This design comes from an exercise in tuning for small area and a short achievable clock period on the open sky130 flow, not from production work.
In this exercise RTL edits were held to simulation tests only and were not proved equivalent to the original.
No activity file was given, so power comes from the tool's default toggle rates.

[flow/config.mk]
export PLATFORM = sky130hd
export DESIGN_NAME = div_signed
export DESIGN_NICKNAME = div_signed
export VERILOG_FILES = /design/flow/design.v
export SDC_FILE = /design/flow/constraint.sdc
export NUM_CORES = 4
export LEC_CHECK = 0
export CAP_MARGIN = 20
export CORE_MARGIN = 2
export CORE_UTILIZATION = 40
export CTS_BUF_LIST = sky130_fd_sc_hd__clkbuf_8
export SETUP_SLACK_MARGIN = 3.0
export SLEW_MARGIN = 20
[flow/constraint.sdc]
create_clock -name core_clock -period 5.5 [get_ports {clock}]
set_input_delay 1.1000 -clock core_clock [delete_from_list [all_inputs] [get_ports {clock}]]
set_output_delay 1.1000 -clock core_clock [all_outputs]
set_load 0.01 [all_outputs]
[flow/design.v]
`timescale 1 ns / 1 ns
module div_signed(clock, clken, numer, denom, quotient, remain);
   input clock;
   input clken;
   input [31:0] numer;
   input [31:0] denom;
   output [31:0] quotient;
   output [31:0] remain;
   reg [31:0] quotient;
   reg [31:0] remain;
   function [32:0] ks_carry;
      input [31:0] gi;
      input [31:0] pi;
      reg [32:0] g, p;
      integer i, k;
      begin
         g = {gi, 1'b1};
         p = {pi, 1'b1};
         for (k = 1; k < 33; k = k * 2)
           for (i = 32; i >= k; i = i - 1) begin
              g[i] = g[i] | (p[i] & g[i-k]);
              p[i] = p[i] & p[i-k];
           end
         ks_carry = g;
      end
   endfunction
   reg [31:0] n0;
   reg [31:0] d0;
   always @(posedge clock)
     if (clken) begin
        n0 <= numer;
        d0 <= denom;
     end
   wire [31:0] an = n0[31] ? (~n0 + 32'd1) : n0;
   wire [31:0] ad = d0[31] ? (~d0 + 32'd1) : d0;
   wire        nmin = n0 == 32'h80000000;
   wire        dz   = d0 == 32'd0;
   wire        d1s  = (d0 == 32'd1) | (d0 == 32'hffffffff);
   wire        g1   = dz | (d1s & nmin);
   reg [31:0]  d1;
   reg [0:0]   r1;
   reg [31:0]  nq1;    
   reg         sn1;    
   reg         sq1;    
   always @(posedge clock)
     if (clken) begin
        d1  <= ad;
        r1  <= nmin & ~d1s;
        nq1 <= {an[30:0], g1};
        sn1 <= n0[31];
        sq1 <= n0[31] ^ d0[31];
     end
   genvar j;
   generate
      for (j = 2; j <= 31; j = j + 1) begin : st
         wire [31:0]  dp;
         wire [j-2:0] rp;
         wire [31:0]  nqp;
         wire         snp, sqp;
         if (j == 2) begin : from1
            assign dp = d1;
            assign rp = r1;
            assign nqp = nq1;
            assign snp = sn1;
            assign sqp = sq1;
         end else begin : fromj
            assign dp = st[j-1].d;
            assign rp = st[j-1].r;
            assign nqp = st[j-1].nq;
            assign snp = st[j-1].sn;
            assign sqp = st[j-1].sq;
         end
         wire [j-1:0] rr = {rp, nqp[31]};
         wire [j:0]   df;
         wire [j:0]   cy;
         assign df[j-1:0] = ~(rr ^ dp[j-1:0] ^ cy[j-1:0]);
         assign df[j] = ~cy[j];
         assign cy = ks_carry(rr & ~dp[j-1:0], rr | ~dp[j-1:0]);
         wire         g  = ~|dp[31:j] & cy[j];
         reg [31:0]  d;
         reg [j-1:0] r;
         reg [31:0]  nq;
         reg         sn, sq;
         always @(posedge clock)
           if (clken) begin
              d  <= dp;
              r  <= g ? df[j-1:0] : rr;
              nq <= {nqp[30:0], g};
              sn <= snp;
              sq <= sqp;
           end
      end
   endgenerate
   wire [31:0] dl  = st[31].d;
   wire [31:0] rl  = {st[31].r, st[31].nq[31]};
   wire [30:0] ql  = st[31].nq[30:0];
   wire [32:0] dfl = {1'b0, rl} - {1'b0, dl};
   wire        gl  = ~dfl[32];
   wire [31:0] ndf = dl - rl;           
   wire [31:0] nrl = ~rl + 32'd1;       
   wire [30:0] nql = ~ql + 31'd1;       
   always @(posedge clock)
     if (clken) begin
        remain <= st[31].sn ? (gl ? ndf : nrl) : (gl ? dfl[31:0] : rl);
        quotient <= st[31].sq ? (gl ? {~ql, 1'b1} : {nql, 1'b0}) : {ql, gl};
     end
endmodule
[flow/flow/run.sh]
#!/bin/bash
# Own layout flow: the standard flow (standard.sh), with one change in
# synthesis: the combinational logic is mapped by ABC with a delay-driven
# script (flow/abc_map.script) instead of ORFS's default speed script, and no
# half/full adder cells are extracted before ABC, so that ABC sees the whole
# adder logic.  Registers are mapped exactly as in the standard synthesis.
set -euo pipefail
here=$(pwd)
flowdir=$(cd "$(dirname "${BASH_SOURCE[0]}")" && pwd)

# a copy of ORFS's scripts with the ABC script replaced
rm -rf "$here/scripts"
cp -r "$FLOW_HOME/scripts" "$here/scripts"
cp "$flowdir/abc_map.script" "$here/scripts/abc_speed.script"

# standard.sh with the changed scripts folder and no adder-cell map
sed -e "s|^make -C \(.*\) DESIGN_CONFIG=|make -C \1 SCRIPTS_DIR=$here/scripts ADDER_MAP_FILE= DESIGN_CONFIG=|" \
    "$here/standard.sh" > "$here/own_standard.sh"
grep -q "SCRIPTS_DIR=$here/scripts" "$here/own_standard.sh"

bash "$here/own_standard.sh" > "$here/make.log" 2>&1
[flow/flow/abc_map.script]
strash
dch
map -D 1500
buffer -c
topo
stime -c
upsize -c
dnsize -c
[flow/standard.sh]
#!/bin/bash
# synth_recipe.tcl (not shown) runs the flow's synth.tcl, then flattens the netlist and writes it again
# the make line also repeats each setting of config.mk as NAME=value (left out here)
make -C /OpenROAD-flow-scripts/flow DESIGN_CONFIG=/design/flow/config.mk WORK_HOME=/design/flow/orfs CLKGATE_MAP_FILE= SYNTH_SCRIPT=/design/flow/synth_recipe.tcl "${@:-finish}"
==> results_tabular.tex, run 1 <==
\begin{tabular}{lr}
\hline
Metric & Value \\
\hline
\multicolumn{2}{l}{\textbf{Floorplan}} \\
Row count & 198 \\
Number of ports placed on the die boundary & 130 \\
Die area & about 0.30 sq mm \\
Initial standard-cell utilization of the core & 0.402 \\
Die extent in x & about 550 microns \\
Die height & $\sim$550 microns \\
Placeable core region & a little under 0.3 sq mm \\
\multicolumn{2}{l}{\textbf{Routing}} \\
Number of remaining DRC errors & 0 \\
Detailed-route wire length & 315000 microns \\
Antenna-violating nets left & 0 \\
Wire per inst & between 15 and 20 microns \\
Vias per Instance & around 5 \\
Vias post-DR & around 80000 \\
Pre-Repair DR Iteration Count & 5 \\
Number of DRC markers after the initial detailed-route iteration & $\sim$5600 \\
\multicolumn{2}{l}{\textbf{Logic synthesis}} \\
Synthesis warning total & 1 \\
Synthesized netlist net count & 10400 \\
Largest area contributor in the netlist & sky130\_fd\_sc\_hd\_\_edfxtp\_1 \\
Average cell area after synthesis & between 10 and 15 sq um \\
Sequential cell area fraction in the yosys report & 0.684 \\
Seq cells post-synth & 2670 \\
Area share of the largest cell type after synthesis & 0.684 \\
Cell types with the largest area share after synthesis & sky130\_fd\_sc\_hd\_\_edfxtp\_1 68\%, sky130\_fd\_sc\_hd\_\_nor2\_1 5.1\%, sky130\_fd\_sc\_hd\_\_nand2\_1 5.0\% \\
Ys flop type & sky130\_fd\_sc\_hd\_\_edfxtp\_1 \\
Cells after Synth & 10300 \\
Post-synth ARST share & 0 \\
Post-synthesis instance area & $\sim$0.12 sq mm \\
Library cells used by synthesis & between 90 and 100 \\
Number of synthesized flops with an enable pin & approximately 2700 \\
\multicolumn{2}{l}{\textbf{Timing}} \\
Final count of pins violating max slew & 0 \\
Worst-Margin Slew & roughly 1100 ps \\
Post-route minimum period & about 3000 ps \\
Total negative slack & 0 ps \\
Worst-case hold slack & 365 ps \\
Max Clock Freq & around 340 MHz \\
Normalized max-slew margin & 0.254 \\
Worst clock skew & 128 ps \\
Total of endpoints with negative setup slack in the final report & 0 \\
Number of hold violations in the final report & 0 \\
Share of the clock period used by the worst path after layout & 0.538 \\
Unrepaired setup endpoints after global routing & yes \\
\multicolumn{2}{l}{\textbf{Clocking}} \\
Maximum number of buffers from clock root to sink & 4 \\
Cell chosen for the clock root & sky130\_fd\_sc\_hd\_\_clkbuf\_8 \\
Clk\_lat worst skew & 1120 ps \\
Post-CTS clock slew at the launch and capture registers of the worst setup and hold paths & 60 ps \\
H-Tree Level Count & 5 \\
Clock sinks & 2670 \\
Cts bufs inserted & between 400 and 500 \\
TritonCTS clock tree & yes \\
Hold-fix buffer count after cts & 0 \\
\multicolumn{2}{l}{\textbf{Worst setup path}} \\
CP max FO & 6 \\
Slowest cell on crit path & sky130\_fd\_sc\_hd\_\_edfxtp\_1 \\
Setup slack of the worst register-to-register path & 2540 ps \\
Required time of the critical path & $\sim$6300 ps \\
Startpoint type of the worst setup path & flip-flop \\
Worst stage delay on the critical path & 490 ps \\
Worst R2R End & st[27].r[23] \\
Most used cell, CP & sky130\_fd\_sc\_hd\_\_a31oi\_4 \\
Worst path cell trace & nand2\_2 -> a31oi\_4 -> o311ai\_4 -> a31oi\_4 -> o21ai\_2 -> and3\_4 -> nor2\_4 -> nor4\_2 -> o21bai\_4 -> buf\_6 -> buf\_12 -> buf\_16 -> a21oi\_4 \\
CP Launch Point & st[26].d[2] \\
Worst Setup End Kind & flip-flop \\
Worst reg2reg path startpoint & st[26].d[2] \\
R2r worst-path depth & 13 \\
Worst Path Class, Setup & flip-flop to flip-flop \\
Arrival time reported for the critical path endpoint & between 3000 and 4000 ps \\
Endpoint of the most critical setup path & st[27].r[23] \\
\multicolumn{2}{l}{\textbf{Cells and area}} \\
Area of all sequential standard cells & 0.0802 sq mm \\
Most frequent cells in the layout & 2670 x sky130\_fd\_sc\_hd\_\_edfxtp\_1, 1505 x sky130\_fd\_sc\_hd\_\_inv\_1, 1385 x sky130\_fd\_sc\_hd\_\_nor2\_1 \\
Area growth from synthesis to layout & 26.9\% \\
Multi-input gate area & 0.0397 sq mm \\
Leading cell type in the layout, fill and taps excluded & sky130\_fd\_sc\_hd\_\_edfxtp\_1 \\
Number of nets in the finished design & roughly 12000 \\
Fraction of layout cells with a size suffix above 1 & 0.259 \\
Total of fill cells in the finished design & 25000 \\
\multicolumn{2}{l}{\textbf{GRT}} \\
Pin count of the biggest net entering global routing & about 180 \\
Via count of the first global-routing pass & 81000 \\
All-layer global routing usage & 0.202 \\
Remaining Overflow, GRT & 0 \\
Wire length of the first global-routing pass & $\sim$470000 microns \\
Number of antenna violations at the first check in global routing & 14 \\
\multicolumn{2}{l}{\textbf{Placement}} \\
Final estimated routing congestion in global placement & 0.916 \\
Port buffer count & 129 \\
HPWL Detailed & between 200000 and 250000 microns \\
\multicolumn{2}{l}{\textbf{Power and ir drop}} \\
Leakage power summed over all cells & 59.0 nW \\
Pwr Density & approximately 320 mW/mm\^{}2 \\
Tot Pwr & 0.0482 W \\
Combinational cell fraction of total power & 0.154 \\
Maximum resistive drop on vdd & between 200 and 250 uV \\
Flop pwr share & 0.513 \\
Portion of total power attributed to the clock network & 0.333 \\
Fraction of power spent switching nets & 0.276 \\
Psw & about 0.013 W \\
Internal & approximately 0.035 W \\
\multicolumn{2}{l}{\textbf{Run}} \\
Max-cap violation count & 0 \\
\multicolumn{2}{l}{\textbf{Hold path}} \\
Hold path startpoint & d1[0] \\
Hold/Removal Path Class & flip-flop to flip-flop \\
\multicolumn{2}{l}{\textbf{Outcome}} \\
Outcome & no timing/DRC/antenna violations \\
\hline
\end{tabular}
[metrics by stage]
step | setup slack (ps) | area [sq um] | cells | util
final | 2540 | 149000 | 16000 | 0.511
after global routing | 2440 | 149000 | 16000 | 0.511
after detailed placement | 1740 | 124000 | 14300 | 0.424
after CTS | 2550 | 142000 | 15700 | 0.489
after floorplan | 3100 | 117000 | 10300 | -
after global placement | 1720 | 124000 | 14300 | 0.424
[logic make-up after synthesis]
family | after synthesis | synth area share
xor+xnor | 600 | 0.0449
buf+inv | 1576 | 0.0522
simple gates | 3714 | 0.131
flops | 2670 | 0.684
mux | 3 | 0.000256
compound gates | 1786 | 0.0874
[power groups by stage]
stage	logic, W	clock network, W	registers, W
after global placement	0.00507	0	0.0251
after floorplan	0.00325	0	0.0248
final	0.00741	0.0161	0.0248
after global routing	0.00801	0.0175	0.0249
after CTS	0.00656	0.0166	0.0247
after detailed placement	0.00512	0	0.0251
[timing repair]
action,CTS,global route
gates cloned,104,12
resized for setup,1844,1091
pin swaps,306,423
endpoints found under the setup margin,659,642
buffers inserted,455,273
[state kept, by name, indices dropped and copies added (netlist names)]
signal and cells:
d0 32, d1 32, n0 32, nq1 32
quotient 32, r1 1, remain 32, sn1 1
sq1 1, st.d 960, st.nq 960, st.r 495
st.sn 30, st.sq 30
[worst max-delay path, delay by kind of cell, from the launching register on]
kind,cells,cell delay [ps]
AOI/OAI and AO/OA,6,1180
and+or+nand+nor,4,550
DFF,1,490
buffers and inverters,3,430
[layer usage]
layer,global-route usage,vias to the layer above,routed length [microns]
met1,0.230,39100,121000
li1,-,38600,-
met2,0.376,2079,166000
met3,0.0295,730,13900
met5,0,-,0
met4,0.0856,0,13900
[cell usage after synthesis, types with 14 or more instances]
master and instances:
sky130_fd_sc_hd__a221oi_1 16, sky130_fd_sc_hd__a21oi_2 14, sky130_fd_sc_hd__nand2_2 14, sky130_fd_sc_hd__nor2_2 29
sky130_fd_sc_hd__o211ai_1 25, sky130_fd_sc_hd__a31oi_1 64, sky130_fd_sc_hd__buf_4 15, sky130_fd_sc_hd__a211oi_1 18
sky130_fd_sc_hd__nand4_1 53, sky130_fd_sc_hd__a21oi_1 465, sky130_fd_sc_hd__or2_2 26, sky130_fd_sc_hd__inv_1 1438
sky130_fd_sc_hd__o21a_1 19, sky130_fd_sc_hd__o22ai_1 17, sky130_fd_sc_hd__nand2_1 1549, sky130_fd_sc_hd__nand3_1 153
sky130_fd_sc_hd__o21ai_1 204, sky130_fd_sc_hd__nor3_1 92, sky130_fd_sc_hd__inv_2 22, sky130_fd_sc_hd__edfxtp_1 2670
sky130_fd_sc_hd__o21ai_0 701, sky130_fd_sc_hd__nor2_1 1598, sky130_fd_sc_hd__buf_2 48, sky130_fd_sc_hd__xor2_1 398
sky130_fd_sc_hd__nor4_1 119, sky130_fd_sc_hd__o21bai_1 61, sky130_fd_sc_hd__clkbuf_1 35, sky130_fd_sc_hd__a21boi_0 20
sky130_fd_sc_hd__xnor2_1 202, sky130_fd_sc_hd__o31ai_1 26
[worst min-delay path by stage]
stage	to	slack, ps	cells past startpoint
6_report	st[2].d[0]	360	0
5_1_grt	st[2].d[0]	380	0
4_1_cts	st[2].d[0]	360	0
3_5_place_dp	st[11].nq[26]	400	0
3_3_place_gp	st[10].nq[3]	400	0
2_1_floorplan	st[10].nq[10]	400	0
[final cells by class]
| type | count | share of cell area |
|---|---|---|
| multi-input combinational | 6161 | 0.267 |
| clock buffer | 441 | 0.0408 |
| clock inverter | 353 | 0.0133 |
| tap | 3900 | 0.0328 |
| inverter | 1462 | 0.0373 |
| sequential | 2670 | 0.539 |
| timing repair buffer | 996 | 0.0697 |
| antenna | 4 | 0.0000673 |
==> inputs of run 2 (changes only) <==
--- a/flow/config.mk
+++ b/flow/config.mk
@@ -11,3 +11,3 @@
 export CTS_BUF_LIST = sky130_fd_sc_hd__clkbuf_8
-export SETUP_SLACK_MARGIN = 3.0
+export SETUP_SLACK_MARGIN = 2.6
 export SLEW_MARGIN = 20
==> results_tabular.tex, run 2 <==
\begin{tabular}{lr}
\hline
Metric & Value \\
\hline
\multicolumn{2}{l}{\textbf{Floorplan}} \\
Placeable core region & 0.291 sq mm (unchanged) \\
Die height & 545 microns (unchanged) \\
Number of ports placed on the die boundary & 130 (unchanged) \\
Die extent in x & 545 microns (unchanged) \\
Die area & 0.297 sq mm (unchanged) \\
Row count & 198 (unchanged) \\
Initial standard-cell utilization of the core & 0.402 (unchanged) \\
\multicolumn{2}{l}{\textbf{Timing}} \\
Normalized max-slew margin & 0.247 (was 0.254) \\
Worst-Margin Slew & 1130 ps (was 1120 ps) \\
Post-route minimum period & 2890 ps (was 2960 ps) \\
Setup ws final & 2610 ps (was 2540 ps) \\
Max Clock Freq & 346 MHz (was 338 MHz) \\
Total of endpoints with negative setup slack in the final report & 0 (unchanged) \\
Final count of pins violating max slew & 0 (unchanged) \\
Unrepaired setup endpoints after global routing & yes (unchanged) \\
Share of the clock period used by the worst path after layout & 0.526 (was 0.538) \\
Worst clock skew & 121 ps (was 128 ps) \\
Number of hold violations in the final report & 0 (unchanged) \\
Total negative slack & 0 ps (unchanged) \\
\multicolumn{2}{l}{\textbf{Logic synthesis}} \\
Number of synthesized flops with an enable pin & 2670 (unchanged) \\
Cell types with the largest area share after synthesis & sky130\_fd\_sc\_hd\_\_edfxtp\_1 68\%, sky130\_fd\_sc\_hd\_\_nor2\_1 5.1\%, sky130\_fd\_sc\_hd\_\_nand2\_1 5.0\% (unchanged) \\
Average cell area after synthesis & 11.3 sq um (unchanged) \\
Ys flop type & sky130\_fd\_sc\_hd\_\_edfxtp\_1 (unchanged) \\
Post-synthesis instance area & 0.117 sq mm (unchanged) \\
Cells after Synth & 10300 (unchanged) \\
List of most frequent post-synthesis cells & 2670 x sky130\_fd\_sc\_hd\_\_edfxtp\_1, 1598 x sky130\_fd\_sc\_hd\_\_nor2\_1, 1549 x sky130\_fd\_sc\_hd\_\_nand2\_1, 1438 x sky130\_fd\_sc\_hd\_\_inv\_1, 701 x sky130\_fd\_sc\_hd\_\_o21ai\_0 (unchanged) \\
Synthesis warning total & 1 (unchanged) \\
Area share of the largest cell type after synthesis & 0.684 (unchanged) \\
Post-synth ARST share & 0 (unchanged) \\
Count leader, synth & sky130\_fd\_sc\_hd\_\_edfxtp\_1 (unchanged) \\
Library cells used by synthesis & 95 (unchanged) \\
Largest area contributor in the netlist & sky130\_fd\_sc\_hd\_\_edfxtp\_1 (unchanged) \\
Synthesized netlist net count & 10400 (unchanged) \\
Sequential cell area fraction in the yosys report & 0.684 (unchanged) \\
Seq cells post-synth & 2670 (unchanged) \\
\multicolumn{2}{l}{\textbf{Placement}} \\
Final estimated routing congestion in global placement & 0.916 (unchanged) \\
HPWL Detailed & 202000 microns (unchanged) \\
Port buffer count & 129 (unchanged) \\
Pre-CTS worst setup slack & 1740 ps (unchanged) \\
\multicolumn{2}{l}{\textbf{Worst setup path}} \\
Slowest cell on crit path & sky130\_fd\_sc\_hd\_\_edfxtp\_1 (unchanged) \\
Arrival time reported for the critical path endpoint & 3700 ps (was 3770 ps) \\
Worst stage delay on the critical path & 480 ps (was 490 ps) \\
CP max FO & 7 (was 6) \\
Worst Setup End Kind & flip-flop (unchanged) \\
Worst Path Class, Setup & flip-flop to flip-flop (unchanged) \\
Required time of the critical path & 6300 ps (was 6310 ps) \\
Startpoint type of the worst setup path & flip-flop (unchanged) \\
Worst path cell trace & nand2\_2 -> a31oi\_4 -> o311ai\_4 -> a31oi\_4 -> o21ai\_2 -> and3\_4 -> nor2\_4 -> nor4\_2 -> o21bai\_4 -> buf\_12 -> clkbuf\_16 -> a21oi\_4 (was nand2\_2 -> a31oi\_4 -> o311ai\_4 -> a31oi\_4 -> o21ai\_2 -> and3\_4 -> nor2\_4 -> nor4\_2 -> o21bai\_4 -> buf\_6 -> buf\_12 -> buf\_16 -> a21oi\_4) \\
Most used cell, CP & sky130\_fd\_sc\_hd\_\_a31oi\_4 (unchanged) \\
\multicolumn{2}{l}{\textbf{Clocking}} \\
Cell chosen for the clock root & sky130\_fd\_sc\_hd\_\_clkbuf\_8 (unchanged) \\
Post-CTS clock slew at the launch and capture registers of the worst setup and hold paths & 60 ps (about the same) \\
Maximum number of buffers from clock root to sink & 4 (unchanged) \\
Cts bufs inserted & 436 (unchanged) \\
Clk\_lat worst skew & 1110 ps (was 1120 ps) \\
H-Tree Level Count & 5 (unchanged) \\
Hold-fix buffer count after cts & 0 (unchanged) \\
TritonCTS clock tree & yes (unchanged) \\
Clock sinks & 2670 (unchanged) \\
\multicolumn{2}{l}{\textbf{Routing}} \\
Number of DRC markers after the initial detailed-route iteration & 5573 (was 5556) \\
Detailed-route wire length & 295000 microns (was 315000 microns) \\
Vias post-DR & 76900 (was 80400) \\
Wire per inst & 19.1 microns (was 19.7 microns) \\
Number of remaining DRC errors & 0 (unchanged) \\
Vias per Instance & 4.98 (was 5.03) \\
Pre-Repair DR Iteration Count & 6 (was 5) \\
Antenna-violating nets left & 0 (unchanged) \\
\multicolumn{2}{l}{\textbf{Power and ir drop}} \\
Internal & 0.0341 W (was 0.0349 W) \\
Combinational cell fraction of total power & 0.128 (was 0.154) \\
Portion of total power attributed to the clock network & 0.343 (was 0.333) \\
Tot Pwr & 0.0467 W (was 0.0482 W) \\
Pwr Density & 340 mW/mm\^{}2 (was 324 mW/mm\^{}2) \\
Maximum resistive drop on vdd & 207 uV (was 208 uV) \\
Fraction of power spent switching nets & 0.270 (was 0.276) \\
Leakage power summed over all cells & 54.7 nW (was 59.0 nW) \\
Flop pwr share & 0.529 (was 0.513) \\
Psw & 0.0126 W (was 0.0133 W) \\
\multicolumn{2}{l}{\textbf{Outcome}} \\
Outcome & no timing/DRC/antenna violations (unchanged) \\
\multicolumn{2}{l}{\textbf{GRT}} \\
All-layer global routing usage & 0.188 (was 0.202) \\
Wire length of the first global-routing pass & 438000 microns (was 469000 microns) \\
Number of antenna violations at the first check in global routing & 14 (unchanged) \\
Via count of the first global-routing pass & 77000 (was 81000) \\
Pin count of the biggest net entering global routing & 184 (unchanged) \\
Remaining Overflow, GRT & 0 (unchanged) \\
\multicolumn{2}{l}{\textbf{Cells and area}} \\
Number of nets in the finished design & 11200 (was 11800) \\
Largest registers & st.d: 960 flops, st.nq: 960 flops, st.r: 495 flops (unchanged) \\
Fraction of layout cells with a size suffix above 1 & 0.141 (was 0.259) \\
Area growth from synthesis to layout & 17.4\% (was 26.9\%) \\
Most frequent cells in the layout & 2670 x sky130\_fd\_sc\_hd\_\_edfxtp\_1, 1555 x sky130\_fd\_sc\_hd\_\_inv\_1, 1505 x sky130\_fd\_sc\_hd\_\_nor2\_1 (was 2670 x sky130\_fd\_sc\_hd\_\_edfxtp\_1, 1505 x sky130\_fd\_sc\_hd\_\_inv\_1, 1385 x sky130\_fd\_sc\_hd\_\_nor2\_1) \\
Leading cell type in the layout, fill and taps excluded & sky130\_fd\_sc\_hd\_\_edfxtp\_1 (unchanged) \\
\multicolumn{2}{l}{\textbf{Hold path}} \\
Hold/Removal Path Class & flip-flop to flip-flop (unchanged) \\
\multicolumn{2}{l}{\textbf{Run}} \\
Max-cap violation count & 0 (unchanged) \\
\hline
\end{tabular}
## run 2: cell types whose count changed in the layout (fill, tap and decap cells not counted), moves of 151 or more
cell	before	now
sky130_fd_sc_hd__buf_4	579	257
sky130_fd_sc_hd__buf_6	172	21
sky130_fd_sc_hd__o21ai_2	328	76
sky130_fd_sc_hd__o21ai_0	369	606
sky130_fd_sc_hd__nand2_2	244	84
sky130_fd_sc_hd__nand2_1	1139	1454
## run 2: area by class of cell
| class | count | area, sq um |
|---|---|---|
| Fill cell | 26200 | 154000 |
| Sequential cell | 2670 | 80200 |
| Multi-Input combinational cell | 6137 | 34200 |
| Clock buffer | 441 | 6070 |
| Inverter | 1462 | 5500 |
| Tap cell | 3900 | 4880 |
| Timing Repair Buffer | 475 | 4720 |
| Clock inverter | 353 | 1980 |
| Antenna cell | 4 | 10.0 |
## run 2: timing repair
action / CTS / global route
endpoints found under the setup margin: 597 / 511
gates resized for setup: 633 / 450
pin swaps: 74 / 141
setup buffers: 111 / 128
gates cloned: 34 / 28
## run 2: cell families after synthesis
group	share of synthesized area
mux	0.000256
simple gates	0.131
xor+xnor	0.0449
buf+inv	0.0522
compound gates	0.0874
flops	0.684
## run 2: per-layer routing
| metal | vias up | GRT usage | part of all wire |
|---|---|---|---|
| met4 | 0 | 0.0679 | 0.037 |
| met3 | 574 | 0.0263 | 0.043 |
| met2 | 1840 | 0.350 | 0.52 |
| met1 | 37100 | 0.218 | 0.40 |
| met5 | - | 0 | 0 |
| li1 | 37300 | - | - |
## run 2: final timing paths
path,from,to,slack [ps],depth (start not counted)
worst max-delay path,st[26].d[2],st[27].r[23],2610,12
worst min-delay path,d1[0],st[2].d[0],370,0
worst max register to register,st[26].d[2],st[27].r[23],2610,12
worst min register to register,d1[0],st[2].d[0],370,0
## run 2: worst max-delay path: cells and delay by family (launching register included)
| family | cells | cell delay (ps) |
|---|---|---|
| AO/OA/AOI/OAI | 6 | 1130 |
| AND/OR/NAND/NOR | 4 | 550 |
| flip-flops | 1 | 480 |
| buffers and inverters | 2 | 410 |
## run 2: power groups by stage
stage / logic, W / registers [W] / clock network (W)
floorplan: 0.00325 / 0.0248 / 0
global placement: 0.00507 / 0.0251 / 0
detailed placement: 0.00512 / 0.0251 / 0
CTS: 0.00557 / 0.0247 / 0.0166
global route: 0.00658 / 0.0248 / 0.0175
finish: 0.00599 / 0.0247 / 0.0160
## run 2: stage by stage
step,instances,util,hold WS (ps),area (sq um)
finish,15400,0.472,367,138000
global route,15400,0.472,381,138000
global placement,14300,0.424,401,124000
floorplan,10300,-,400,117000
detailed placement,14300,0.424,405,124000
CTS,15300,0.462,361,134000
==> inputs of run 3 (changes only) <==
--- a/flow/config.mk
+++ b/flow/config.mk
@@ -10,3 +10,2 @@
 export CORE_UTILIZATION = 40
-export CTS_BUF_LIST = sky130_fd_sc_hd__clkbuf_8
 export SETUP_SLACK_MARGIN = 2.6
==> results_tabular.tex, run 3 <==
\begin{tabular}{lr}
\hline
Metric & Value \\
\hline
\multicolumn{2}{l}{\textbf{Timing}} \\
Max Clock Freq & 346 MHz (about the same) \\
Setup ws final & 2610 ps (about the same) \\
Post-route minimum period & 2890 ps (about the same) \\
Worst-Margin Slew & 1410 ps (was 1130 ps) \\
Worst clock skew & 62.9 ps (was 121 ps) \\
Share of the clock period used by the worst path after layout & 0.525 (was 0.526) \\
Total of endpoints with negative setup slack in the final report & 0 (unchanged) \\
Number of hold violations in the final report & 0 (unchanged) \\
Total negative slack & 0 ps (unchanged) \\
Normalized max-slew margin & 0.0598 (was 0.247) \\
Final count of pins violating max slew & 0 (unchanged) \\
Unrepaired setup endpoints after global routing & yes (unchanged) \\
\multicolumn{2}{l}{\textbf{GRT}} \\
Via count of the first global-routing pass & 75600 (was 77000) \\
Number of antenna violations at the first check in global routing & 13 (was 14) \\
Wire length of the first global-routing pass & 434000 microns (was 438000 microns) \\
Remaining Overflow, GRT & 0 (unchanged) \\
Pin count of the biggest net entering global routing & 184 (unchanged) \\
All-layer global routing usage & 0.187 (was 0.188) \\
\multicolumn{2}{l}{\textbf{Cells and area}} \\
Post-route non-filler standard cell count & 15100 (was 15400) \\
Number of nets in the finished design & 11100 (was 11200) \\
Leading cell type in the layout, fill and taps excluded & sky130\_fd\_sc\_hd\_\_edfxtp\_1 (unchanged) \\
Area growth from synthesis to layout & 18.0\% (was 17.4\%) \\
Most frequent cells in the layout & 2670 x sky130\_fd\_sc\_hd\_\_edfxtp\_1, 1510 x sky130\_fd\_sc\_hd\_\_nor2\_1, 1486 x sky130\_fd\_sc\_hd\_\_nand2\_1 (was 2670 x sky130\_fd\_sc\_hd\_\_edfxtp\_1, 1555 x sky130\_fd\_sc\_hd\_\_inv\_1, 1505 x sky130\_fd\_sc\_hd\_\_nor2\_1) \\
Fraction of layout cells with a size suffix above 1 & 0.120 (was 0.141) \\
Largest registers & st.d: 960 flops, st.nq: 960 flops, st.r: 495 flops (unchanged) \\
\multicolumn{2}{l}{\textbf{Clocking}} \\
TritonCTS clock tree & yes (unchanged) \\
Cell chosen for the clock root & sky130\_fd\_sc\_hd\_\_clkbuf\_16 (was sky130\_fd\_sc\_hd\_\_clkbuf\_8) \\
Clk\_lat worst skew & 910 ps (was 1110 ps) \\
Cts bufs inserted & 294 (was 436) \\
Maximum number of buffers from clock root to sink & 4 (unchanged) \\
Clock sinks & 2670 (unchanged) \\
Post-CTS clock slew at the launch and capture registers of the worst setup and hold paths & 60 ps (about the same) \\
Hold-fix buffer count after cts & 0 (unchanged) \\
H-Tree Level Count & 5 (unchanged) \\
\multicolumn{2}{l}{\textbf{Worst setup path}} \\
Worst Setup End Kind & flip-flop (unchanged) \\
Worst reg2reg path startpoint & st[31].r[13] (was st[26].d[2]) \\
Setup slack of the worst register-to-register path & 2610 ps (about the same) \\
Startpoint type of the worst setup path & flip-flop (unchanged) \\
Arrival time reported for the critical path endpoint & 3480 ps (was 3700 ps) \\
CP Launch Point & st[31].r[13] (was st[26].d[2]) \\
CP max FO & 5 (was 7) \\
Worst Path Class, Setup & flip-flop to flip-flop (unchanged) \\
Required time of the critical path & 6100 ps (was 6300 ps) \\
\multicolumn{2}{l}{\textbf{Floorplan}} \\
Die area & 0.297 sq mm (unchanged) \\
Number of ports placed on the die boundary & 130 (unchanged) \\
Die height & 545 microns (unchanged) \\
Initial standard-cell utilization of the core & 0.402 (unchanged) \\
Die extent in x & 545 microns (unchanged) \\
Row count & 198 (unchanged) \\
Placeable core region & 0.291 sq mm (unchanged) \\
\multicolumn{2}{l}{\textbf{Logic synthesis}} \\
Largest family of logic cells by synthesized area & simple AND/OR/NAND/NOR gates (unchanged) \\
Synth Area in Compound Gates & 0.0874 (unchanged) \\
Library cells used by synthesis & 95 (unchanged) \\
Sequential cell area fraction in the yosys report & 0.684 (unchanged) \\
Portion of netlist area occupied by mux cells & 0.000256 (unchanged) \\
Seq cells post-synth & 2670 (unchanged) \\
Xor/xnor cell area share of the yosys netlist & 0.0449 (unchanged) \\
Post-synthesis instance area & 0.117 sq mm (unchanged) \\
Area share of fa/ha/maj cells after synthesis & 0 (unchanged) \\
Average cell area after synthesis & 11.3 sq um (unchanged) \\
Largest area contributor in the netlist & sky130\_fd\_sc\_hd\_\_edfxtp\_1 (unchanged) \\
Post-synth ARST share & 0 (unchanged) \\
Area share of the largest cell type after synthesis & 0.684 (unchanged) \\
Post-synthesis share of cell area spent on and, or, nand and nor gates & 0.131 (unchanged) \\
Count leader, synth & sky130\_fd\_sc\_hd\_\_edfxtp\_1 (unchanged) \\
Cell types with the largest area share after synthesis & sky130\_fd\_sc\_hd\_\_edfxtp\_1 68\%, sky130\_fd\_sc\_hd\_\_nor2\_1 5.1\%, sky130\_fd\_sc\_hd\_\_nand2\_1 5.0\% (unchanged) \\
List of most frequent post-synthesis cells & 2670 x sky130\_fd\_sc\_hd\_\_edfxtp\_1, 1598 x sky130\_fd\_sc\_hd\_\_nor2\_1, 1549 x sky130\_fd\_sc\_hd\_\_nand2\_1, 1438 x sky130\_fd\_sc\_hd\_\_inv\_1, 701 x sky130\_fd\_sc\_hd\_\_o21ai\_0 (unchanged) \\
Synthesis warning total & 1 (unchanged) \\
Synthesized netlist net count & 10400 (unchanged) \\
Number of synthesized flops with an enable pin & 2670 (unchanged) \\
Cells after Synth & 10300 (unchanged) \\
Ys flop type & sky130\_fd\_sc\_hd\_\_edfxtp\_1 (unchanged) \\
\multicolumn{2}{l}{\textbf{Power and ir drop}} \\
Portion of total power attributed to the clock network & 0.387 (was 0.343) \\
Psw & 0.0126 W (about the same) \\
Pwr Density & 361 mW/mm\^{}2 (was 340 mW/mm\^{}2) \\
Maximum resistive drop on vdd & 279 uV (was 207 uV) \\
Combinational cell fraction of total power & 0.118 (was 0.128) \\
Leakage power summed over all cells & 54.4 nW (was 54.7 nW) \\
Fraction of power spent switching nets & 0.254 (was 0.270) \\
Flop pwr share & 0.495 (was 0.529) \\
Internal & 0.0372 W (was 0.0341 W) \\
\multicolumn{2}{l}{\textbf{Routing}} \\
Number of remaining DRC errors & 0 (unchanged) \\
Pre-Repair DR Iteration Count & 8 (was 6) \\
Number of DRC markers after the initial detailed-route iteration & 5617 (was 5573) \\
Vias post-DR & 75800 (was 76900) \\
Wire per inst & 19.3 microns (was 19.1 microns) \\
Vias per Instance & 5.00 (was 4.98) \\
Detailed-route wire length & 292000 microns (was 295000 microns) \\
Antenna-violating nets left & 0 (unchanged) \\
\multicolumn{2}{l}{\textbf{Placement}} \\
Final estimated routing congestion in global placement & 0.916 (unchanged) \\
Pre-CTS worst setup slack & 1740 ps (unchanged) \\
Total instance count after detailed placement & 14300 (unchanged) \\
Port buffer count & 129 (unchanged) \\
HPWL Detailed & 202000 microns (unchanged) \\
\multicolumn{2}{l}{\textbf{Outcome}} \\
Outcome & no timing/DRC/antenna violations (unchanged) \\
\multicolumn{2}{l}{\textbf{Run}} \\
Max-cap violation count & 0 (unchanged) \\
\multicolumn{2}{l}{\textbf{Hold path}} \\
Hold path startpoint & st[19].nq[10] (was d1[0]) \\
Hold/Removal Path Class & flip-flop to flip-flop (unchanged) \\
\hline
\end{tabular}
[run 3: cell counts after synthesis]
Identical to the previous run, type by type.
[run 3: worst paths after layout]
kind	to	cells past startpoint
max reg2reg	remain[23]	12
max	remain[23]	12
min reg2reg	st[20].nq[11]	0
min	st[20].nq[11]	0
[run 3: per-stage QoR]
stage	cell area, sq um	utilization	power (W)	hold WS [ps]
2_1_floorplan	117000	-	0.0280	400
3_3_place_gp	124000	0.424	0.0302	401
3_5_place_dp	124000	0.424	0.0302	405
4_1_cts	136000	0.466	0.0500	391
5_1_grt	138000	0.475	0.0519	408
6_report	138000	0.475	0.0499	393
[run 3: layer usage]
metal,GRT usage,share of wire,up-vias
li1,-,-,36900
met2,0.347,0.53,1697
met4,0.0673,0.037,0
met1,0.218,0.40,36600
met3,0.0239,0.040,535
met5,0,0,-
[run 3: kinds of logic (layout without fill, tap and decap cells)]
group / Yosys count / after routing
DFF: 2670 / 2670
muxes: 3 / 3
other: 0 / 4
xor gates and xnor gates: 600 / 600
AOI/OAI and AO/OA: 1786 / 1790
buffers and inverters: 1576 / 2443
and+or+nand+nor: 3714 / 3739
[run 3: timing repair]
item,CTS,global route
gates resized for setup,445,331
cloned,25,24
endpoints found under the setup margin,587,499
pin swaps,80,126
setup buffers,111,115
[run 3: power groups by stage]
| stage | Sequential, W | Combinational (W) | Clock, W |
|---|---|---|---|
| after CTS | 0.0247 | 0.00549 | 0.0198 |
| after global placement | 0.0251 | 0.00507 | 0 |
| after global routing | 0.0248 | 0.00646 | 0.0206 |
| after detailed placement | 0.0251 | 0.00512 | 0 |
| final | 0.0247 | 0.00587 | 0.0193 |
| after floorplan | 0.0248 | 0.00325 | 0 |
[run 3: worst max-delay path: stages (launching register included)]
cell	delay (ps)
sky130_fd_sc_hd__edfxtp_1	460
sky130_fd_sc_hd__inv_1	100
sky130_fd_sc_hd__nor2_1	70
sky130_fd_sc_hd__nor2_2	230
sky130_fd_sc_hd__nand2_1	200
sky130_fd_sc_hd__o21ai_0	430
sky130_fd_sc_hd__o21bai_1	190
sky130_fd_sc_hd__nor2_2	110
sky130_fd_sc_hd__o21ai_1	340
sky130_fd_sc_hd__xnor2_1	190
sky130_fd_sc_hd__nand2_1	80
sky130_fd_sc_hd__o211ai_1	80
sky130_fd_sc_hd__o21ai_1	110
[run 3: cell type report]
cell class                 count  area [sq um]
antenna                        4          10.0
clock buffer                 362          7720
clock inverter               165          1710
fill                       25900        153000
inverter                    1462          5500
multi-input combinational   6132         33700
sequential                  2670         80200
tap                         3900          4880
timing repair buffer         454          4500
==> inputs of run 4 (changes only) <==
--- a/flow/design.v
+++ b/flow/design.v
@@ -19,6 +19,7 @@
          for (k = 1; k < 33; k = k * 2)
-           for (i = 32; i >= k; i = i - 1) begin
-              g[i] = g[i] | (p[i] & g[i-k]);
-              p[i] = p[i] & p[i-k];
-           end
+           for (i = 32; i >= 0; i = i - 1)
+             if ((i / k) % 2 == 1) begin
+                g[i] = g[i] | (p[i] & g[(i / k) * k - 1]);
+                p[i] = p[i] & p[(i / k) * k - 1];
+             end
          ks_carry = g;
==> flow/flow/abc_map.script (replaced) <==
strash
dch
map -D 1200
buffer -c
topo
stime -c
upsize -c
dnsize -c
--- a/flow/config.mk
+++ b/flow/config.mk
@@ -10,2 +10,4 @@
 export CORE_UTILIZATION = 40
+export CTS_BUF_LIST = sky130_fd_sc_hd__clkbuf_8
+export CTS_CLUSTER_SIZE = 30
 export SETUP_SLACK_MARGIN = 2.6
==> results_tabular.tex, run 4 <==
\begin{tabular}{lr}
\hline
Metric & Value \\
\hline
\multicolumn{2}{l}{\textbf{Outcome}} \\
Outcome & no timing/DRC/antenna violations (unchanged) \\
\multicolumn{2}{l}{\textbf{Cells and area}} \\
Multi-input gate area & 0.0304 sq mm (was 0.0337 sq mm) \\
Most frequent cells in the layout & 2670 x sky130\_fd\_sc\_hd\_\_edfxtp\_1, 1799 x sky130\_fd\_sc\_hd\_\_nand2\_1, 1352 x sky130\_fd\_sc\_hd\_\_inv\_1 (was 2670 x sky130\_fd\_sc\_hd\_\_edfxtp\_1, 1510 x sky130\_fd\_sc\_hd\_\_nor2\_1, 1486 x sky130\_fd\_sc\_hd\_\_nand2\_1) \\
Number of nets in the finished design & 10500 (was 11100) \\
Post-route non-filler standard cell count & 14600 (was 15100) \\
Leading cell type in the layout, fill and taps excluded & sky130\_fd\_sc\_hd\_\_edfxtp\_1 (unchanged) \\
Area of all sequential standard cells & 0.0802 sq mm (unchanged) \\
Area growth from synthesis to layout & 14.2\% (was 18.0\%) \\
Fraction of layout cells with a size suffix above 1 & 0.105 (was 0.120) \\
Largest registers & st.d: 960 flops, st.nq: 960 flops, st.r: 495 flops (unchanged) \\
Total of fill cells in the finished design & 25600 (was 25900) \\
\multicolumn{2}{l}{\textbf{Placement}} \\
Port buffer count & 129 (unchanged) \\
Final estimated routing congestion in global placement & 0.891 (was 0.916) \\
Total instance count after detailed placement & 13700 (was 14300) \\
HPWL Detailed & 170000 microns (was 202000 microns) \\
\multicolumn{2}{l}{\textbf{GRT}} \\
Number of antenna violations at the first check in global routing & 3 (was 13) \\
Remaining Overflow, GRT & 0 (unchanged) \\
Pin count of the biggest net entering global routing & 174 (was 184) \\
Wire length of the first global-routing pass & 383000 microns (was 434000 microns) \\
All-layer global routing usage & 0.164 (was 0.187) \\
Via count of the first global-routing pass & 72700 (was 75600) \\
\multicolumn{2}{l}{\textbf{Logic synthesis}} \\
Portion of netlist area occupied by mux cells & 0 (was 0.000256) \\
Synthesized netlist net count & 9892 (was 10400) \\
Xor/xnor cell area share of the yosys netlist & 0.0314 (was 0.0449) \\
Average cell area after synthesis & 11.7 sq um (was 11.3 sq um) \\
Count leader, synth & sky130\_fd\_sc\_hd\_\_edfxtp\_1 (unchanged) \\
Post-synthesis share of cell area spent on and, or, nand and nor gates & 0.130 (was 0.131) \\
List of most frequent post-synthesis cells & 2670 x sky130\_fd\_sc\_hd\_\_edfxtp\_1, 1815 x sky130\_fd\_sc\_hd\_\_nand2\_1, 1215 x sky130\_fd\_sc\_hd\_\_inv\_1, 1033 x sky130\_fd\_sc\_hd\_\_nor2\_1, 817 x sky130\_fd\_sc\_hd\_\_o21ai\_0 (was 2670 x sky130\_fd\_sc\_hd\_\_edfxtp\_1, 1598 x sky130\_fd\_sc\_hd\_\_nor2\_1, 1549 x sky130\_fd\_sc\_hd\_\_nand2\_1, 1438 x sky130\_fd\_sc\_hd\_\_inv\_1, 701 x sky130\_fd\_sc\_hd\_\_o21ai\_0) \\
Largest area contributor in the netlist & sky130\_fd\_sc\_hd\_\_edfxtp\_1 (unchanged) \\
Ys flop type & sky130\_fd\_sc\_hd\_\_edfxtp\_1 (unchanged) \\
Sequential cell area fraction in the yosys report & 0.700 (was 0.684) \\
Largest family of logic cells by synthesized area & simple AND/OR/NAND/NOR gates (unchanged) \\
Post-synthesis instance area & 0.114 sq mm (was 0.117 sq mm) \\
Library cells used by synthesis & 82 (was 95) \\
Cell types with the largest area share after synthesis & sky130\_fd\_sc\_hd\_\_edfxtp\_1 70\%, sky130\_fd\_sc\_hd\_\_nand2\_1 6.0\%, sky130\_fd\_sc\_hd\_\_inv\_1 4.0\% (was sky130\_fd\_sc\_hd\_\_edfxtp\_1 68\%, sky130\_fd\_sc\_hd\_\_nor2\_1 5.1\%, sky130\_fd\_sc\_hd\_\_nand2\_1 5.0\%) \\
Cells after Synth & 9826 (was 10300) \\
Seq cells post-synth & 2670 (unchanged) \\
Number of synthesized flops with an enable pin & 2670 (unchanged) \\
Area share of fa/ha/maj cells after synthesis & 0 (unchanged) \\
Post-synth ARST share & 0 (unchanged) \\
Area share of the largest cell type after synthesis & 0.700 (was 0.684) \\
Synth Area in Compound Gates & 0.0919 (was 0.0874) \\
Synthesis warning total & 1 (unchanged) \\
\multicolumn{2}{l}{\textbf{Timing}} \\
Total of endpoints with negative setup slack in the final report & 0 (unchanged) \\
Unrepaired setup endpoints after global routing & yes (unchanged) \\
Worst clock skew & 82.5 ps (was 62.9 ps) \\
Max Clock Freq & 346 MHz (about the same) \\
Final count of pins violating max slew & 0 (unchanged) \\
Worst-Margin Slew & 1070 ps (was 1410 ps) \\
Normalized max-slew margin & 0.283 (was 0.0598) \\
Post-route minimum period & 2890 ps (about the same) \\
Share of the clock period used by the worst path after layout & 0.526 (was 0.525) \\
Total negative slack & 0 ps (unchanged) \\
Number of hold violations in the final report & 0 (unchanged) \\
\multicolumn{2}{l}{\textbf{Routing}} \\
Routed metal-1 wirelength & 95500 microns (was 116000 microns) \\
Detailed-route wire length & 244000 microns (was 292000 microns) \\
DR WL met3 & 9530 microns (was 11700 microns) \\
Number of remaining DRC errors & 0 (unchanged) \\
Met2 wire length & 128000 microns (was 153000 microns) \\
Top routing layer in use & met4 (unchanged) \\
Vias per Instance & 4.98 (was 5.00) \\
Number of DRC markers after the initial detailed-route iteration & 4738 (was 5617) \\
Vias post-DR & 72600 (was 75800) \\
Pre-Repair DR Iteration Count & 7 (was 8) \\
Wire per inst & 16.8 microns (was 19.3 microns) \\
Antenna-violating nets left & 0 (unchanged) \\
\multicolumn{2}{l}{\textbf{Floorplan}} \\
Row count & 196 (was 198) \\
Die area & 0.291 sq mm (was 0.297 sq mm) \\
Initial standard-cell utilization of the core & 0.402 (about the same) \\
Placeable core region & 0.285 sq mm (was 0.291 sq mm) \\
Die height & 539 microns (was 545 microns) \\
Number of ports placed on the die boundary & 130 (unchanged) \\
Die extent in x & 539 microns (was 545 microns) \\
\multicolumn{2}{l}{\textbf{Clocking}} \\
TritonCTS clock tree & yes (unchanged) \\
Clock sinks & 2670 (unchanged) \\
Post-CTS clock slew at the launch and capture registers of the worst setup and hold paths & 60 ps (about the same) \\
Cts bufs inserted & 435 (was 294) \\
Clk\_lat worst skew & 1060 ps (was 910 ps) \\
Cell chosen for the clock root & sky130\_fd\_sc\_hd\_\_clkbuf\_8 (was sky130\_fd\_sc\_hd\_\_clkbuf\_16) \\
H-Tree Level Count & 5 (unchanged) \\
Maximum number of buffers from clock root to sink & 4 (unchanged) \\
\multicolumn{2}{l}{\textbf{Worst setup path}} \\
Endpoint of the most critical setup path & remain[17] (was remain[23]) \\
Worst path cell trace & buf\_2 (was inv\_1 -> nor2\_1 -> nor2\_2 -> nand2\_1 -> o21ai\_0 -> o21bai\_1 -> nor2\_2 -> o21ai\_1 -> xnor2\_1 -> nand2\_1 -> o211ai\_1 -> o21ai\_1) \\
Arrival time reported for the critical path endpoint & 1790 ps (was 3480 ps) \\
Crit-path leading delay family & flip-flops (was compound AO/OA/AOI/OAI gates) \\
Slowest cell on crit path & sky130\_fd\_sc\_hd\_\_edfxtp\_1 (unchanged) \\
CP max FO & 1 (was 5) \\
Worst R2R End & remain[28] (was remain[23]) \\
R2r worst-path depth & 11 (was 12) \\
Worst stage delay on the critical path & 520 ps (was 460 ps) \\
Worst Path Buf+Inv & 1 (unchanged) \\
Required time of the critical path & 4400 ps (was 6100 ps) \\
Worst reg2reg path startpoint & st[31].r[3] (was st[31].r[13]) \\
Startpoint type of the worst setup path & flip-flop (unchanged) \\
Number of gates on the worst path with buffers counted & 1 (was 12) \\
Worst Setup End Kind & output pin (was flip-flop) \\
CP Launch Point & remain[17] (was st[31].r[13]) \\
Setup slack of the worst register-to-register path & 2660 ps (was 2610 ps) \\
Worst Path Class, Setup & flip-flop to output pin (was flip-flop to flip-flop) \\
\multicolumn{2}{l}{\textbf{Hold path}} \\
Hold/Removal Path Class & flip-flop to flip-flop (unchanged) \\
\multicolumn{2}{l}{\textbf{Power and ir drop}} \\
Pwr Density & 345 mW/mm\^{}2 (was 361 mW/mm\^{}2) \\
Maximum resistive drop on vdd & 217 uV (was 279 uV) \\
Leakage power summed over all cells & 51.4 nW (was 54.4 nW) \\
\multicolumn{2}{l}{\textbf{Run}} \\
Max-cap violation count & 0 (unchanged) \\
\hline
\end{tabular}
run 4: logic make-up after synthesis:
family                 after synthesis
AND/OR/NAND/NOR                   3580
flip-flops                        2670
AO/OA/AOI/OAI                     1804
buffers and inverters             1362
XOR/XNOR                           410
run 4: per-layer routing:
metal,GRT usage,vias up
li1,-,35700
met1,0.182,34600
met2,0.305,1626
met3,0.0233,622
met4,0.0783,0
met5,0,-
run 4: where the power goes:
part           internal, W  leakage, nW  total [W]  switching (W)
Clock              0.00802         4.59     0.0159        0.00788
Sequential          0.0239         26.2     0.0246       0.000722
Combinational      0.00155         20.6    0.00457        0.00303
run 4: layout make-up:
class | instances | area share
Inverter | 1235 | 0.0355
Clock inverter | 345 | 0.0152
Antenna cell | 3 | 0.0000574
Timing Repair Buffer | 304 | 0.0216
Tap cell | 3762 | 0.0360
Multi-Input combinational cell | 5806 | 0.233
Clock buffer | 436 | 0.0459
Sequential cell | 2670 | 0.613
run 4: stage by stage:
stage	util	cell area (sq um)	setup slack [ps]	hold slack (ps)	power [W]
finish	0.459	131000	2610	384	0.0451
global route	0.459	131000	2520	398	0.0473
CTS	0.454	129000	2510	378	0.0456
detailed placement	0.424	121000	1940	405	0.0293
global placement	0.424	121000	1980	400	0.0291
floorplan	-	114000	3270	400	0.0274
run 4: timing repair:
action,in CTS,in global routing
setup buffers,34,63
gates cloned,9,3
hold buffers,0,0
endpoints found under the setup margin,425,419
pin swaps,22,34
resized for setup,414,183
run 4: worst min path at each step:
stage	startpoint	to	slack (ps)	depth (start not counted)
2_1_floorplan	st[9].nq[9]	st[10].nq[10]	400	0
3_3_place_gp	st[3].sn	st[4].sn	400	0
3_5_place_dp	st[9].nq[17]	st[10].nq[18]	400	0
4_1_cts	st[27].nq[0]	st[28].nq[1]	380	0
5_1_grt	st[9].nq[1]	st[10].nq[2]	400	0
6_report	st[27].nq[0]	st[28].nq[1]	380	0
==> inputs of run 5 (changes only) <==
==> flow/flow/abc_map.script (replaced) <==
strash
dch
map -D 1500
buffer -c
topo
stime -c
upsize -c
dnsize -c
--- a/flow/config.mk
+++ b/flow/config.mk
@@ -12,3 +12,3 @@
 export CTS_CLUSTER_SIZE = 30
-export SETUP_SLACK_MARGIN = 2.6
+export SETUP_SLACK_MARGIN = 2.85
 export SLEW_MARGIN = 20
==> results_tabular.tex, run 5 <==
\begin{tabular}{lr}
\hline
Metric & Value \\
\hline
\multicolumn{2}{l}{\textbf{Outcome}} \\
Outcome & no timing/DRC/antenna violations (unchanged) \\
\multicolumn{2}{l}{\textbf{Clocking}} \\
Post-CTS clock slew at the launch and capture registers of the worst setup and hold paths & 60 ps (about the same) \\
Hold-fix buffer count after cts & 0 (unchanged) \\
H-Tree Level Count & 5 (unchanged) \\
Cts bufs inserted & 433 (was 435) \\
Cell chosen for the clock root & sky130\_fd\_sc\_hd\_\_clkbuf\_8 (unchanged) \\
TritonCTS clock tree & yes (unchanged) \\
Clk\_lat worst skew & 980 ps (was 1060 ps) \\
Maximum number of buffers from clock root to sink & 4 (unchanged) \\
Clock sinks & 2670 (unchanged) \\
\multicolumn{2}{l}{\textbf{Logic synthesis}} \\
Post-synth ARST share & 0 (unchanged) \\
Largest area contributor in the netlist & sky130\_fd\_sc\_hd\_\_edfxtp\_1 (unchanged) \\
Number of synthesized flops with an enable pin & 2670 (unchanged) \\
Synthesized netlist net count & 9435 (was 9892) \\
Average cell area after synthesis & 12.0 sq um (was 11.7 sq um) \\
List of most frequent post-synthesis cells & 2670 x sky130\_fd\_sc\_hd\_\_edfxtp\_1, 1615 x sky130\_fd\_sc\_hd\_\_nand2\_1, 1227 x sky130\_fd\_sc\_hd\_\_nor2\_1, 1221 x sky130\_fd\_sc\_hd\_\_inv\_1, 715 x sky130\_fd\_sc\_hd\_\_o21ai\_0 (was 2670 x sky130\_fd\_sc\_hd\_\_edfxtp\_1, 1815 x sky130\_fd\_sc\_hd\_\_nand2\_1, 1215 x sky130\_fd\_sc\_hd\_\_inv\_1, 1033 x sky130\_fd\_sc\_hd\_\_nor2\_1, 817 x sky130\_fd\_sc\_hd\_\_o21ai\_0) \\
Cell types with the largest area share after synthesis & sky130\_fd\_sc\_hd\_\_edfxtp\_1 71\%, sky130\_fd\_sc\_hd\_\_nand2\_1 5.4\%, sky130\_fd\_sc\_hd\_\_nor2\_1 4.1\% (was sky130\_fd\_sc\_hd\_\_edfxtp\_1 70\%, sky130\_fd\_sc\_hd\_\_nand2\_1 6.0\%, sky130\_fd\_sc\_hd\_\_inv\_1 4.0\%) \\
Seq cells post-synth & 2670 (unchanged) \\
Area share of the largest cell type after synthesis & 0.714 (was 0.700) \\
Library cells used by synthesis & 77 (was 82) \\
Synthesis warning total & 1 (unchanged) \\
Cells after Synth & 9369 (was 9826) \\
Sequential cell area fraction in the yosys report & 0.714 (was 0.700) \\
Count leader, synth & sky130\_fd\_sc\_hd\_\_edfxtp\_1 (unchanged) \\
Ys flop type & sky130\_fd\_sc\_hd\_\_edfxtp\_1 (unchanged) \\
Post-synthesis instance area & 0.112 sq mm (was 0.114 sq mm) \\
\multicolumn{2}{l}{\textbf{Routing}} \\
Vias post-DR & 72000 (was 72600) \\
Pre-Repair DR Iteration Count & 6 (was 7) \\
Number of remaining DRC errors & 0 (unchanged) \\
Wire per inst & 17.2 microns (was 16.8 microns) \\
Antenna-violating nets left & 0 (unchanged) \\
Detailed-route wire length & 252000 microns (was 244000 microns) \\
Number of DRC markers after the initial detailed-route iteration & 4425 (was 4738) \\
Vias per Instance & 4.92 (was 4.98) \\
\multicolumn{2}{l}{\textbf{GRT}} \\
Number of antenna violations at the first check in global routing & 9 (was 3) \\
Via count of the first global-routing pass & 71100 (was 72700) \\
Wire length of the first global-routing pass & 372000 microns (was 383000 microns) \\
Pin count of the biggest net entering global routing & 169 (was 174) \\
Remaining Overflow, GRT & 0 (unchanged) \\
All-layer global routing usage & 0.163 (was 0.164) \\
\multicolumn{2}{l}{\textbf{Cells and area}} \\
Fraction of layout cells with a size suffix above 1 & 0.235 (was 0.105) \\
Leading cell type in the layout, fill and taps excluded & sky130\_fd\_sc\_hd\_\_edfxtp\_1 (unchanged) \\
Area of all sequential standard cells & 0.0802 sq mm (unchanged) \\
Largest registers & st.d: 960 flops, st.nq: 960 flops, st.r: 495 flops (unchanged) \\
Area growth from synthesis to layout & 23.5\% (was 14.2\%) \\
Most frequent cells in the layout & 2670 x sky130\_fd\_sc\_hd\_\_edfxtp\_1, 1355 x sky130\_fd\_sc\_hd\_\_nand2\_1, 1256 x sky130\_fd\_sc\_hd\_\_inv\_1 (was 2670 x sky130\_fd\_sc\_hd\_\_edfxtp\_1, 1799 x sky130\_fd\_sc\_hd\_\_nand2\_1, 1352 x sky130\_fd\_sc\_hd\_\_inv\_1) \\
Multi-input gate area & 0.0328 sq mm (was 0.0304 sq mm) \\
Number of nets in the finished design & 10600 (was 10500) \\
Final cell area excluding filler cells & 0.139 sq mm (was 0.131 sq mm) \\
Total of fill cells in the finished design & 23900 (was 25600) \\
\multicolumn{2}{l}{\textbf{Timing}} \\
Normalized max-slew margin & 0.258 (was 0.283) \\
Number of hold violations in the final report & 0 (unchanged) \\
Worst clock skew & 84.4 ps (was 82.5 ps) \\
Total of endpoints with negative setup slack in the final report & 0 (unchanged) \\
Share of the clock period used by the worst path after layout & 0.508 (was 0.526) \\
Unrepaired setup endpoints after global routing & yes (unchanged) \\
Max Clock Freq & 358 MHz (was 346 MHz) \\
Worst-Margin Slew & 1110 ps (was 1070 ps) \\
Final count of pins violating max slew & 0 (unchanged) \\
Total negative slack & 0 ps (unchanged) \\
Post-route minimum period & 2790 ps (was 2890 ps) \\
\multicolumn{2}{l}{\textbf{Power and ir drop}} \\
Leakage power summed over all cells & 55.0 nW (was 51.4 nW) \\
Pwr Density & 333 mW/mm\^{}2 (was 345 mW/mm\^{}2) \\
Maximum resistive drop on vdd & 208 uV (was 217 uV) \\
\multicolumn{2}{l}{\textbf{Floorplan}} \\
Die extent in x & 534 microns (was 539 microns) \\
Die area & 0.285 sq mm (was 0.291 sq mm) \\
Initial standard-cell utilization of the core & 0.402 (about the same) \\
Row count & 194 (was 196) \\
Placeable core region & 0.279 sq mm (was 0.285 sq mm) \\
Number of ports placed on the die boundary & 130 (unchanged) \\
Die height & 534 microns (was 539 microns) \\
\multicolumn{2}{l}{\textbf{Worst setup path}} \\
Arrival time reported for the critical path endpoint & 3490 ps (was 1790 ps) \\
R2r worst-path depth & 20 (was 11) \\
Startpoint type of the worst setup path & flip-flop (unchanged) \\
Worst Setup End Kind & flip-flop (was output pin) \\
Worst reg2reg path startpoint & st[29].nq[31] (was st[31].r[3]) \\
Endpoint of the most critical setup path & st[30].r[10] (was remain[17]) \\
Required time of the critical path & 6200 ps (was 4400 ps) \\
Setup slack of the worst register-to-register path & 2710 ps (was 2660 ps) \\
Worst Path Class, Setup & flip-flop to flip-flop (was flip-flop to output pin) \\
CP max FO & 3 (was 1) \\
CP Launch Point & st[29].nq[31] (was remain[17]) \\
Worst R2R End & st[30].r[10] (was remain[28]) \\
\multicolumn{2}{l}{\textbf{Placement}} \\
Port buffer count & 129 (unchanged) \\
HPWL Detailed & 149000 microns (was 170000 microns) \\
Instance area at placement & 0.118 sq mm (was 0.121 sq mm) \\
Final estimated routing congestion in global placement & 0.861 (was 0.891) \\
\multicolumn{2}{l}{\textbf{Run}} \\
Max-cap violation count & 0 (unchanged) \\
\multicolumn{2}{l}{\textbf{Hold path}} \\
Hold/Removal Path Class & flip-flop to flip-flop (unchanged) \\
Hold path startpoint & st[18].nq[7] (was st[27].nq[0]) \\
\hline
\end{tabular}
[run 5: cell count changes after synthesis, sizes merged, moves of 38 or more]
cell,delta
o211ai,-62
a21boi,-50
nor2,+222
o21ai,-86
xor2,+136
nand2,-203
nand3b,-38
xnor2,+58
o21a,-44
nand3,-186
a21oi,-46
[run 5: metal layers]
| layer | wire length (microns) | GRT usage |
|---|---|---|
| met3 | 9960 | 0.0241 |
| met2 | 135000 | 0.307 |
| met5 | 0 | 0 |
| met1 | 96000 | 0.180 |
| met4 | 10800 | 0.0729 |
[run 5: cell families (layout without fill, tap and decap cells)]
group | count (synthesis) | in the layout | synth area share
simple gates | 3305 | 3347 | 0.120
flops | 2670 | 2670 | 0.714
buf+inv | 1351 | 2830 | 0.0473
xor+xnor | 604 | 604 | 0.0471
mux | 4 | 4 | 0.000368
other cells | 0 | 3 | 0
compound gates | 1435 | 1439 | 0.0717
[run 5: critical path, cell delays in order (launching register included)]
cell                       delay [ps]
sky130_fd_sc_hd__edfxtp_1         500
sky130_fd_sc_hd__inv_1            110
sky130_fd_sc_hd__nand2_2           80
sky130_fd_sc_hd__o21ai_2          180
sky130_fd_sc_hd__nand2_1           90
sky130_fd_sc_hd__nand2_2          100
sky130_fd_sc_hd__nor2_4            50
sky130_fd_sc_hd__nor2_4           160
sky130_fd_sc_hd__inv_2             80
sky130_fd_sc_hd__buf_6            110
sky130_fd_sc_hd__buf_4            120
sky130_fd_sc_hd__buf_4            120
sky130_fd_sc_hd__buf_6            110
sky130_fd_sc_hd__buf_6            100
sky130_fd_sc_hd__buf_6            100
sky130_fd_sc_hd__nand2_2           50
sky130_fd_sc_hd__nand2_2           70
sky130_fd_sc_hd__nor2_2           110
sky130_fd_sc_hd__nor2_2            70
sky130_fd_sc_hd__xnor2_1          140
sky130_fd_sc_hd__o21ai_1           70
[run 5: power breakdown]
part           switching (W)  leakage (nW)  internal (W)  total [W]
combinational        0.00352          24.2       0.00228    0.00580
clock                0.00767          4.54       0.00809     0.0158
sequential          0.000717          26.2        0.0239     0.0246
total                 0.0119          55.0        0.0343     0.0462
[run 5: stage by stage]
step	hold WS [ps]	instances	total power [W]	setup slack [ps]	utilization
final	379	14600	0.0462	2710	0.497
after CTS	366	14300	0.0459	2670	0.474
after floorplan	400	9369	0.0274	3110	-
after global placement	400	13200	0.0289	1770	0.424
after global routing	388	14600	0.0482	2570	0.497
after detailed placement	405	13200	0.0291	1720	0.424
[run 5: worst min-delay path by stage]
stage / to / slack, ps / cells after the start
6_report: st[19].nq[8] / 380 / 0
5_1_grt: st[15].nq[22] / 390 / 0
4_1_cts: st[19].nq[8] / 370 / 0
3_5_place_dp: st[10].nq[9] / 400 / 0
3_3_place_gp: st[8].nq[7] / 400 / 0
2_1_floorplan: st[10].nq[10] / 400 / 0
[run 5: layout make-up]
cell class              instances  share of cell area
diodes                          3           0.0000541
clock buffers                 435              0.0431
clock inverters               331              0.0136
inverters                    1234              0.0337
multi-input cells            5394               0.237
flip-flops and latches       2670               0.578
well taps                    3724              0.0336
repair buffers                830              0.0617
[run 5: timing repair]
item	in CTS	in global routing
pin swaps	196	393
gates cloned	59	42
gates resized for setup	1094	1080
setup endpoints to repair	613	573
buffers inserted	287	288
==> inputs of run 6 (changes only) <==
--- a/flow/config.mk
+++ b/flow/config.mk
@@ -12,3 +12,3 @@
 export CTS_CLUSTER_SIZE = 30
-export SETUP_SLACK_MARGIN = 2.85
+export SETUP_SLACK_MARGIN = 2.3
 export SLEW_MARGIN = 20
==> results_tabular.tex, run 6 <==
\begin{tabular}{lr}
\hline
Metric & Value \\
\hline
\multicolumn{2}{l}{\textbf{Logic synthesis}} \\
Average cell area after synthesis & 12.0 sq um (unchanged) \\
Post-synth ARST share & 0 (unchanged) \\
Synthesis warning total & 1 (unchanged) \\
Library cells used by synthesis & 77 (unchanged) \\
Number of synthesized flops with an enable pin & 2670 (unchanged) \\
Post-synthesis instance area & 0.112 sq mm (unchanged) \\
\multicolumn{2}{l}{\textbf{Outcome}} \\
Outcome & failed layout checks (was no timing/DRC/antenna violations) \\
Reasons for failing layout checks & max-capacitance violations, max-slew violations \\
\multicolumn{2}{l}{\textbf{Worst setup path}} \\
Required time of the critical path & 6180 ps (was 6200 ps) \\
CP max FO & 20 (was 3) \\
Slowest cell on crit path & sky130\_fd\_sc\_hd\_\_edfxtp\_1 (unchanged) \\
Startpoint type of the worst setup path & flip-flop (unchanged) \\
Worst Path Class, Setup & flip-flop to flip-flop (unchanged) \\
\multicolumn{2}{l}{\textbf{Timing}} \\
Number of hold violations in the final report & 0 (unchanged) \\
Normalized max-slew margin & -0.105 (was 0.258) \\
Total negative slack & 0 ps (unchanged) \\
Unrepaired setup endpoints after global routing & yes (unchanged) \\
Final count of pins violating max slew & 11 (was 0) \\
Post-route minimum period & 3100 ps (was 2790 ps) \\
\multicolumn{2}{l}{\textbf{Routing}} \\
Pre-Repair DR Iteration Count & 8 (was 6) \\
Number of remaining DRC errors & 0 (unchanged) \\
\multicolumn{2}{l}{\textbf{Cells and area}} \\
Area growth from synthesis to layout & 13.4\% (was 23.5\%) \\
Total of fill cells in the finished design & 24800 (was 23900) \\
Final cell area excluding filler cells & 0.127 sq mm (was 0.139 sq mm) \\
Leading cell type in the layout, fill and taps excluded & sky130\_fd\_sc\_hd\_\_edfxtp\_1 (unchanged) \\
\multicolumn{2}{l}{\textbf{Run}} \\
Max-cap violation count & 2 (was 0) \\
\multicolumn{2}{l}{\textbf{Clocking}} \\
Cts bufs inserted & 433 (unchanged) \\
TritonCTS clock tree & yes (unchanged) \\
H-Tree Level Count & 5 (unchanged) \\
Clock sinks & 2670 (unchanged) \\
\multicolumn{2}{l}{\textbf{Power and ir drop}} \\
Leakage power summed over all cells & 50.3 nW (was 55.0 nW) \\
Pwr Density & 350 mW/mm\^{}2 (was 333 mW/mm\^{}2) \\
\multicolumn{2}{l}{\textbf{Floorplan}} \\
Die height & 534 microns (unchanged) \\
Number of ports placed on the die boundary & 130 (unchanged) \\
\hline
\end{tabular}
-- run 6: cell types whose count changed in the layout (fill, tap and decap cells not counted), moves of 164 or more --
cell                      before   now
sky130_fd_sc_hd__buf_4       503    71
sky130_fd_sc_hd__o21ai_0     391   706
sky130_fd_sc_hd__nand2_1    1355  1608
sky130_fd_sc_hd__o21ai_2     240    20
sky130_fd_sc_hd__nand2_2     191    10
sky130_fd_sc_hd__nor2_1     1047  1211
-- run 6: cell families after synthesis --
group	after synthesis	synth area share
XOR/XNOR	604	0.0471
multiplexers	4	0.000368
AO/OA/AOI/OAI	1435	0.0717
buffers and inverters	1351	0.0473
flip-flops	2670	0.714
AND/OR/NAND/NOR	3305	0.120
-- run 6: final cells by class --
| class | instances | area (sq um) | area share |
|---|---|---|---|
| clock inverters | 331 | 1880 | 0.0148 |
| repair buffers | 236 | 2540 | 0.0200 |
| flip-flops and latches | 2670 | 80200 | 0.629 |
| inverters | 1234 | 4640 | 0.0364 |
| clock buffers | 435 | 5990 | 0.0470 |
| diodes | 2 | 5.00 | 0.0000393 |
| well taps | 3724 | 4660 | 0.0366 |
| multi-input cells | 5362 | 27500 | 0.216 |
-- run 6: worst paths after layout --
check | end | slack [ps] | from
worst max-delay path | quotient[30] | 2400 | st[31].r[10]
worst min-delay path | st[19].nq[8] | 380 | st[18].nq[7]
worst min register to register | st[19].nq[8] | 380 | st[18].nq[7]
worst max register to register | quotient[30] | 2400 | st[31].r[10]
-- run 6: timing repair --
action,CTS,global route
resized for setup,29,101
endpoints found under the setup margin,270,338
gates cloned,1,14
pin swaps,2,19
buffers inserted,5,30
-- run 6: layer usage --
layer	global-route usage	share of wire	vias up	routed length (microns)
met1	0.169	0.41	32100	89100
met2	0.269	0.52	1400	114000
li1	-	-	33400	-
met5	0	0	-	0
met3	0.0222	0.037	502	8030
met4	0.0603	0.035	0	7690
-- run 6: critical path, delay by kind of cell (launching register included) --
family	cells	cell delay, ps
buf+inv	2	330
simple gates	5	850
compound gates	5	1070
flops	1	430
xor+xnor	1	180
-- run 6: stage by stage --
step                      instances  setup slack (ps)  hold WS [ps]  power, W
after floorplan                9369              3110           400    0.0274
after CTS                     13900              2280           366    0.0450
after global routing          14000              2230           389    0.0466
after detailed placement      13200              1720           405    0.0291
final                         14000              2400           382    0.0445
after global placement        13200              1770           400    0.0289
-- run 6: report_power, final --
part	switching [W]	leakage [nW]	internal, W
logic	0.00274	19.6	0.00148
registers	0.000682	26.2	0.0239
clock network	0.00762	4.54	0.00809
total	0.0110	50.3	0.0335

re-timing with driven ports:
Ports are ideal in the flow. The routed layouts listed here were re-timed in OpenROAD.
Step 1: set_driving_cell puts a clkbuf_16 on clock and a buf_2 on each other input, an assumption about the parent block.
Step 2 times the ports against the registers' clock, not the clock port: input delays grow and output delays shrink by t, the midpoint of the rising clock arrivals with the driver on.
Three values: ideal ports, drivers, drivers and shift; two values: the first two.
run	t (ns)	setup slack, ns
run 1	1.151	2.543 / 2.543 / 2.201
run 2	1.142	2.607 / 2.607 / 2.206
run 3	0.974	2.612 / 2.578 / 2.218
run 4	1.136	2.609 / 2.515 / 2.297
run 5	1.065	2.708 / 2.683 / 2.354
run 6	1.049	2.396 / 2.342 / 2.376
